What follows belongs to an exercise in optimizing a design on an open flow for small area and a short achievable clock period; a production flow would make more cautious choices. At most, simulation tests tie the RTL to the original design; equivalence was not proved. Power figures rest on the tool's default switching activity, not on a simulated workload.

## before
==> flow/design.v <==
module project3_frame(
  input        CLOCK_50,
  input        RESET_N,
  input  [3:0] KEY,
  output [6:0] HEX0,
  output [6:0] HEX1,
  output [9:0] LEDR,
  output [13:0] imem_addr,
  input  [31:0] imem_data,
  output [13:0] dmem_addr,
  output [31:0] dmem_wdata,
  output dmem_we,
  output dmem_re,
  input  [31:0] dmem_rdata
);
  wire clk = CLOCK_50;
  wire reset = !RESET_N;
  reg [31:0] pc;
  reg        take;         
  reg [31:0] tgt;
  reg        ab;           
  reg        fl_v;         
  reg [31:0] fl_inst;
  reg        fl_ab;        
  reg [15:0] fl_oh1, fl_oh2;  
  reg        fl_hitj1, fl_hitj2;  
  reg        fl_hitk1, fl_hitk2;  
  reg        sb;           
  reg        d_isbr, d_isjmp, d_rd, d_wr, d_wreg;
  reg [3:0]  d_wregno;
  reg [31:0] d_r1;         
  reg [31:0] d_b;          
  reg [31:0] d_y;          
  reg        d_sub;
  reg [1:0]  d_ct;         
  reg [3:0]  d_tt;         
  reg        d_ssum, d_scmp, d_sshr, d_sshl, d_sy;
  reg        m_rd, m_wr, m_wreg;
  reg [3:0]  m_wregno;
  reg [31:0] m_alu, m_r2;
  reg        w_hexwe, w_ledwe;
  reg [9:0]  w_data;
  reg [7:0]  hex;
  reg [9:0]  ledr;
  reg [31:0] regs [0:15];
  reg [15:0] rvalid;
  wire [31:0] inst_f = imem_data;
  wire f_isbj = (inst_f[31:29] == 3'b001);
  wire f_isbr = (inst_f[31:28] == 4'b0010);
  wire [31:0] pc_f = take ? tgt : pc;
  wire [31:0] pc4, tgt4;
  genvar gp;
  generate
    for (gp = 0; gp < 32; gp = gp + 1) begin : g_inc
      if (gp < 2) begin : g_lo
        assign pc4[gp] = pc[gp];
        assign tgt4[gp] = tgt[gp];
      end else if (gp == 2) begin : g_b2
        assign pc4[gp] = !pc[gp];
        assign tgt4[gp] = !tgt[gp];
      end else begin : g_hi
        assign pc4[gp] = pc[gp] ^ (&pc[gp-1:2]);
        assign tgt4[gp] = tgt[gp] ^ (&tgt[gp-1:2]);
      end
    end
  endgenerate
  wire [31:0] pcplus = take ? tgt4 : pc4;
  assign imem_addr = pc_f[15:2];
  wire        br_cond;
  wire [31:0] jt;
  wire [31:0] aluout;
  always @(posedge clk or posedge reset) begin
    if (reset) begin
      pc <= 32'h100;
      take <= 1'b0;
      ab <= 1'b0;
      fl_v <= 1'b0;
    end else begin
      if (!ab) pc <= pcplus;
      else pc <= pc_f;
      take <= ab && (d_isjmp || (d_isbr && br_cond));
      if (!ab) begin
        if (f_isbj) ab <= 1'b1;
      end else if (d_isbr || d_isjmp) begin
        ab <= f_isbr;
      end
      fl_v <= !(ab && !f_isbr);
    end
  end
  always @(posedge clk) begin
    tgt <= d_isjmp ? jt : d_y;
    fl_inst <= inst_f;
    fl_ab <= ab;
    fl_oh1 <= 16'd1 << inst_f[7:4];
    fl_oh2 <= 16'd1 << inst_f[3:0];
    fl_hitj1 <= wreg_next && (wregno_d == inst_f[7:4]);
    fl_hitj2 <= wreg_next && (wregno_d == inst_f[3:0]);
    fl_hitk1 <= d_wreg && (d_wregno == inst_f[7:4]);
    fl_hitk2 <= d_wreg && (d_wregno == inst_f[3:0]);
  end
  wire [31:0] inst = fl_inst;
  wire v = fl_v;
  wire [5:0] op1 = inst[31:26];
  wire [7:0] op2 = inst[25:18];
  wire [3:0] rd_f = inst[11:8];
  wire [3:0] rs = inst[7:4];
  wire [3:0] rt = inst[3:0];
  wire is_br_d  = v && (inst[31:28] == 4'b0010);
  wire is_jmp_d = v && (inst[31:28] == 4'b0011);
  wire is_lw_d  = v && (op1 == 6'b010010);
  wire is_sw_d  = v && (op1 == 6'b011010);
  wire alur_d   = !v || (op1 == 6'b000000);
  wire writes_rt = is_lw_d || (v && inst[31]) || is_jmp_d;
  wire wr_reg_d = writes_rt || alur_d;
  wire [3:0] wregno_d = writes_rt ? rt : (v ? rd_f : 4'd0);
  reg useimm_d, sub_d, ssum_d, scmp_d, sshr_d, sshl_d;
  reg [3:0] tt_d;
  always @* begin
    useimm_d = 1'b0;
    sub_d = 1'b0;
    ssum_d = 1'b0;
    scmp_d = 1'b0;
    sshr_d = 1'b0;
    sshl_d = 1'b0;
    tt_d = 4'b0000;
    if (v && op1 == 6'b000000) begin
      case (op2)
        8'b00001000, 8'b00001001, 8'b00001010, 8'b00001011: begin scmp_d = 1'b1; sub_d = 1'b1; end
        8'b00100000:  ssum_d = 1'b1;
        8'b00101000:  begin ssum_d = 1'b1; sub_d = 1'b1; end
        8'b00100100:  tt_d = 4'b1000;
        8'b00100101:   tt_d = 4'b1110;
        8'b00100110:  tt_d = 4'b0110;
        8'b00101100: tt_d = 4'b0111;
        8'b00101101:  tt_d = 4'b0001;
        8'b00101110: tt_d = 4'b1001;
        8'b00110000: sshr_d = 1'b1;
        8'b00110001: sshl_d = 1'b1;
        default: ;
      endcase
    end else if (v) begin
      case (op1)
        6'b010010, 6'b011010, 6'b100000: begin ssum_d = 1'b1; useimm_d = 1'b1; end
        6'b100100: begin tt_d = 4'b1000; useimm_d = 1'b1; end
        6'b100101:  begin tt_d = 4'b1110; useimm_d = 1'b1; end
        6'b100110: begin tt_d = 4'b0110; useimm_d = 1'b1; end
        default: ;
      endcase
      if (inst[31:28] == 4'b0010) sub_d = 1'b1;
    end
  end
  wire sy_d = v && (op1 == 6'b001100);
  wire hitk1 = fl_hitk1;    
  wire hitk2 = fl_hitk2;    
  wire wreg_next = !sb && wr_reg_d;    
  wire [15:0] sel1 = rvalid & fl_oh1 & {16{!hitk1}};
  wire [15:0] sel2 = rvalid & fl_oh2 & {16{!hitk2}};
  reg [31:0] rv1, rv2;
  integer j;
  always @* begin
    rv1 = {32{hitk1}} & m_alu;
    rv2 = {32{hitk2}} & m_alu;
    for (j = 0; j < 16; j = j + 1) begin
      rv1 = rv1 | ({32{sel1[j]}} & regs[j]);
      rv2 = rv2 | ({32{sel2[j]}} & regs[j]);
    end
  end
  wire [31:0] simm_d = {{16{inst[23]}}, inst[23:8]};
  wire useb_imm = useimm_d || is_jmp_d;
  wire [31:0] immx_d = is_jmp_d ? {simm_d[29:0], 2'b00} : simm_d;
  wire [31:0] b_d = useb_imm ? immx_d : (sub_d ? ~rv2 : rv2);
  wire [31:0] pcp_d = fl_ab ? pc4 : pc;
  wire [31:0] bt_d = pcp_d + {simm_d[29:0], 2'b00};
  wire [31:0] y_d = (inst[31:28] == 4'b0010) ? bt_d : pcp_d;
  wire hitj1 = fl_hitj1;    
  wire hitj2 = fl_hitj2;    
  wire [31:0] rv1_rev, alu_rev;
  genvar gr;
  generate
    for (gr = 0; gr < 32; gr = gr + 1) begin : g_rev1
      assign rv1_rev[gr] = rv1[31 - gr];
      assign alu_rev[gr] = aluout[31 - gr];
    end
  endgenerate
  wire [31:0] r1_d = hitj1 ? (sshl_d ? alu_rev : aluout) : (sshl_d ? rv1_rev : rv1);
  wire [31:0] r2_d = hitj2 ? aluout : rv2;
  wire [31:0] bb_d = (hitj2 && !useb_imm) ? (aluout ^ {32{sub_d}}) : b_d;
  always @(posedge clk or posedge reset) begin
    if (reset) begin
      sb <= 1'b0;
      d_isbr <= 1'b0;
      d_isjmp <= 1'b0;
      d_rd <= 1'b0;
      d_wr <= 1'b0;
      d_wreg <= 1'b0;
    end else begin
      d_isbr <= !sb && is_br_d;
      d_isjmp <= !sb && is_jmp_d;
      d_rd <= !sb && is_lw_d;
      d_wr <= !sb && is_sw_d;
      d_wreg <= wreg_next;
      if (!sb) sb <= is_br_d || is_jmp_d;
      else if (d_isbr || d_isjmp) sb <= 1'b0;
    end
  end
  always @(posedge clk) begin
    d_wregno <= wregno_d;
    d_r1 <= r1_d;
    d_b <= bb_d;
    d_y <= is_sw_d ? r2_d : y_d;
    d_sub <= sub_d;
    d_ct <= (inst[31:28] == 4'b0010) ? op1[1:0] : op2[1:0];
    d_tt <= tt_d;
    d_ssum <= ssum_d;
    d_scmp <= scmp_d;
    d_sshr <= sshr_d;
    d_sshl <= sshl_d;
    d_sy <= sy_d;
  end
  wire [31:0] r1 = d_r1;
  wire [31:0] r2 = d_y;                                    
  wire [31:0] b  = d_b;                                    
  wire [32:0] sum_c = {r1, 1'b1} + {b, d_sub};
  wire [31:0] sum = sum_c[32:1];
  wire [31:0] xr = r1 ^ b;
  wire eq = &xr;                                           
  wire lt = {~r1[31], r1[30:0]} < {b[31], ~b[30:0]};    
  reg cmp;
  always @* begin
    case (d_ct)
      2'd0: cmp = eq;
      2'd1: cmp = lt;
      2'd2: cmp = lt | eq;
      default: cmp = !eq;
    endcase
  end
  wire big = |b[31:5];
  wire [31:0] shres_rev;
  wire [31:0] shres = r1 >> b[4:0];
  genvar gs;
  generate
    for (gs = 0; gs < 32; gs = gs + 1) begin : g_rev2
      assign shres_rev[gs] = shres[31 - gs];
    end
  endgenerate
  wire [31:0] shr = big ? 32'd0 : shres;
  wire [31:0] shl = big ? 32'd0 : shres_rev;
  wire [31:0] lut;
  genvar gi;
  generate
    for (gi = 0; gi < 32; gi = gi + 1) begin : g_lut
      assign lut[gi] = d_tt[{r1[gi], b[gi]}];
    end
  endgenerate
  assign aluout = ({32{d_ssum}} & sum) | lut |
                       ({32{d_sshr}} & shr) | ({32{d_sshl}} & shl) |
                       ({32{d_sy}} & d_y) | {31'd0, d_scmp & cmp};
  assign br_cond = cmp;
  assign jt = sum;
  always @(posedge clk or posedge reset) begin
    if (reset) begin
      m_rd <= 1'b0;
      m_wr <= 1'b0;
      m_wreg <= 1'b0;
    end else begin
      m_rd <= d_rd;
      m_wr <= d_wr;
      m_wreg <= d_wreg;
    end
  end
  always @(posedge clk) begin
    m_wregno <= d_wregno;
    m_alu <= aluout;
    m_r2 <= r2;
  end
  assign dmem_addr = m_alu[15:2];
  assign dmem_wdata = m_r2;
  assign dmem_we = m_wr;
  assign dmem_re = m_rd;
  wire io_hi = (m_alu[31:8] == 24'hFFFFF0);
  wire [31:0] rdval = (io_hi && m_alu[7:0] == 8'h80) ? {28'd0, ~KEY} : dmem_rdata;
  wire [31:0] wbval = m_rd ? rdval : m_alu;
  integer k;
  always @(posedge clk) begin
    for (k = 0; k < 16; k = k + 1)
      if (m_wreg && m_wregno == k) regs[k] <= wbval;
  end
  always @(posedge clk or posedge reset) begin
    if (reset) begin
      rvalid <= 16'd0;
      w_hexwe <= 1'b0;
      w_ledwe <= 1'b0;
    end else begin
      if (m_wreg) rvalid[m_wregno] <= 1'b1;
      w_hexwe <= m_wr && io_hi && m_alu[7:0] == 8'h00;
      w_ledwe <= m_wr && io_hi && m_alu[7:0] == 8'h20;
    end
  end
  always @(posedge clk) begin
    w_data <= m_r2[9:0];
  end
  always @(posedge clk or posedge reset) begin
    if (reset) begin
      hex <= 8'hAD;
      ledr <= 10'd0;
    end else begin
      if (w_hexwe) hex <= w_data[7:0];
      if (w_ledwe) ledr <= w_data;
    end
  end
  assign HEX0 = {3'b000, hex[3:0]};
  assign HEX1 = {3'b000, hex[7:4]};
  assign LEDR = ledr;
endmodule
==> flow/config.mk <==
export PLATFORM = sky130hd
export DESIGN_NAME = project3_frame
export DESIGN_NICKNAME = project3_frame
export VERILOG_FILES = /design/flow/design.v
export SDC_FILE = /design/flow/constraint.sdc
export NUM_CORES = 4
export LEC_CHECK = 0
export ABC_AREA = 1
export CAP_MARGIN = 20
export CORE_MARGIN = 2
export CORE_UTILIZATION = 50
export SETUP_SLACK_MARGIN = 4.5
export SLEW_MARGIN = 20
==> flow/constraint.sdc <==
create_clock -name core_clock -period 8.0 [get_ports {CLOCK_50}]
set_input_delay 1.6000 -clock core_clock [delete_from_list [all_inputs] [get_ports {CLOCK_50}]]
set_output_delay 1.6000 -clock core_clock [all_outputs]
set_load 0.01 [all_outputs]
run.sh (not shown) runs the stock make flow with config.mk's settings and CLKGATE_MAP_FILE= SYNTH_SCRIPT=/design/flow/synth_recipe.tcl, a recipe that flattens the netlist after the stock synthesis.
diff inputs: before => after
--- a/flow/design.v
+++ b/flow/design.v
@@ -21,7 +21,7 @@
   reg        ab;           
   reg        fl_v;         
   reg [31:0] fl_inst;
-  reg        fl_ab;        
+  reg [31:0] fl_pcp;       
   reg [15:0] fl_oh1, fl_oh2;  
   reg        fl_hitj1, fl_hitj2;  
   reg        fl_hitk1, fl_hitk2;  
@@ -29,6 +29,7 @@
   reg        d_isbr, d_isjmp, d_rd, d_wr, d_wreg;
   reg [3:0]  d_wregno;
   reg [31:0] d_r1;         
+  reg [31:0] d_r2;         
   reg [31:0] d_b;          
   reg [31:0] d_y;          
   reg        d_sub;
@@ -48,22 +49,8 @@
   wire f_isbj = (inst_f[31:29] == 3'b001);
   wire f_isbr = (inst_f[31:28] == 4'b0010);
   wire [31:0] pc_f = take ? tgt : pc;
-  wire [31:0] pc4, tgt4;
-  genvar gp;
-  generate
-    for (gp = 0; gp < 32; gp = gp + 1) begin : g_inc
-      if (gp < 2) begin : g_lo
-        assign pc4[gp] = pc[gp];
-        assign tgt4[gp] = tgt[gp];
-      end else if (gp == 2) begin : g_b2
-        assign pc4[gp] = !pc[gp];
-        assign tgt4[gp] = !tgt[gp];
-      end else begin : g_hi
-        assign pc4[gp] = pc[gp] ^ (&pc[gp-1:2]);
-        assign tgt4[gp] = tgt[gp] ^ (&tgt[gp-1:2]);
-      end
-    end
-  endgenerate
+  wire [31:0] pc4 = pc + 32'd4;
+  wire [31:0] tgt4 = tgt + 32'd4;
   wire [31:0] pcplus = take ? tgt4 : pc4;
   assign imem_addr = pc_f[15:2];
   wire        br_cond;
@@ -77,8 +64,9 @@
       fl_v <= 1'b0;
     end else begin
       if (!ab) pc <= pcplus;
+      else if (d_isjmp) pc <= jt;
       else pc <= pc_f;
-      take <= ab && (d_isjmp || (d_isbr && br_cond));
+      take <= ab && d_isbr && br_cond;
       if (!ab) begin
         if (f_isbj) ab <= 1'b1;
       end else if (d_isbr || d_isjmp) begin
@@ -88,9 +76,9 @@
     end
   end
   always @(posedge clk) begin
-    tgt <= d_isjmp ? jt : d_y;
+    tgt <= d_y;
     fl_inst <= inst_f;
-    fl_ab <= ab;
+    fl_pcp <= pcplus;
     fl_oh1 <= 16'd1 << inst_f[7:4];
     fl_oh2 <= 16'd1 << inst_f[3:0];
     fl_hitj1 <= wreg_next && (wregno_d == inst_f[7:4]);
@@ -169,9 +157,8 @@
   wire useb_imm = useimm_d || is_jmp_d;
   wire [31:0] immx_d = is_jmp_d ? {simm_d[29:0], 2'b00} : simm_d;
   wire [31:0] b_d = useb_imm ? immx_d : (sub_d ? ~rv2 : rv2);
-  wire [31:0] pcp_d = fl_ab ? pc4 : pc;
-  wire [31:0] bt_d = pcp_d + {simm_d[29:0], 2'b00};
-  wire [31:0] y_d = (inst[31:28] == 4'b0010) ? bt_d : pcp_d;
+  wire [31:0] bt_d = fl_pcp + {simm_d[29:0], 2'b00};
+  wire [31:0] y_d = (inst[31:28] == 4'b0010) ? bt_d : fl_pcp;
   wire hitj1 = fl_hitj1;    
   wire hitj2 = fl_hitj2;    
   wire [31:0] rv1_rev, alu_rev;
@@ -206,8 +193,9 @@
   always @(posedge clk) begin
     d_wregno <= wregno_d;
     d_r1 <= r1_d;
+    d_r2 <= r2_d;
     d_b <= bb_d;
-    d_y <= is_sw_d ? r2_d : y_d;
+    d_y <= y_d;
     d_sub <= sub_d;
     d_ct <= (inst[31:28] == 4'b0010) ? op1[1:0] : op2[1:0];
     d_tt <= tt_d;
@@ -218,13 +206,13 @@
     d_sy <= sy_d;
   end
   wire [31:0] r1 = d_r1;
-  wire [31:0] r2 = d_y;                                    
+  wire [31:0] r2 = d_r2;                                   
   wire [31:0] b  = d_b;                                    
   wire [32:0] sum_c = {r1, 1'b1} + {b, d_sub};
   wire [31:0] sum = sum_c[32:1];
   wire [31:0] xr = r1 ^ b;
   wire eq = &xr;                                           
-  wire lt = {~r1[31], r1[30:0]} < {b[31], ~b[30:0]};    
+  wire lt = $signed(r1) < $signed(~b);
   reg cmp;
   always @* begin
     case (d_ct)
Findings:
In after, the power share of the clock group came out 3.3 points above the value in before. Number of stages on the worst hold path: before vs after identical. Largest vdd supply drop, before and after, higher one = after. Changes observed in after relative to before: detailed-routed wire length on met2 now smaller; critical path depth +1. Compared with before, after shows a lower area of all placed cells without fillers. before fits on a die that is larger than the die of after. after: delay contributed by the slowest stage of the critical path is 480 ps higher than what before reported. In after, the fmax came out 5.1 MHz above the value in before. Between after and before, it is after whose data arrival time of the critical path is higher, by 2080 ps. Run comparison: after worst-path cell with the longest stage delay inv_2; before worst-path cell with the longest stage delay dfrtp_2. before -> after: fill cell instance count of the final layout decreased by a few percent. Sort before and after by synthesized cell count desc -> top: before.
Only the layout flow was run in after; the RTL was not checked for function there.

[separate check: timing with driven ports]
The flow's constraints put no driver on any port. The routed layouts listed below were extracted and timed again, unchanged, in two steps. Step 1, drivers: a clkbuf_16 drives CLOCK_50 and a buf_2 each remaining input, both assumed. Step 2 adds t to the input delays and takes it off the output delays; t is the mean of the earliest and latest rising clock arrival at the registers after step 1. Input paths then give back, and output paths get back, about the clock's delay inside the block. Three values: no drivers, after step 1, after step 2; two values: the first two.
run | t, ns | setup WS [ns] | hold slack, ns | cell pins on the clock port's net
before | 0.772 | 4.371 / 4.295 / 4.414 | 0.348 / 0.348 / 0.348 | 1
after | 0.774 | 4.437 / 4.437 / 4.080 | 0.324 / 0.324 / 0.324 | 1
After both steps setup and hold are still met in every run listed. For after, which loses most, drivers alone change the setup slack by 0.000 ns; drivers and shift together by -0.357 ns.
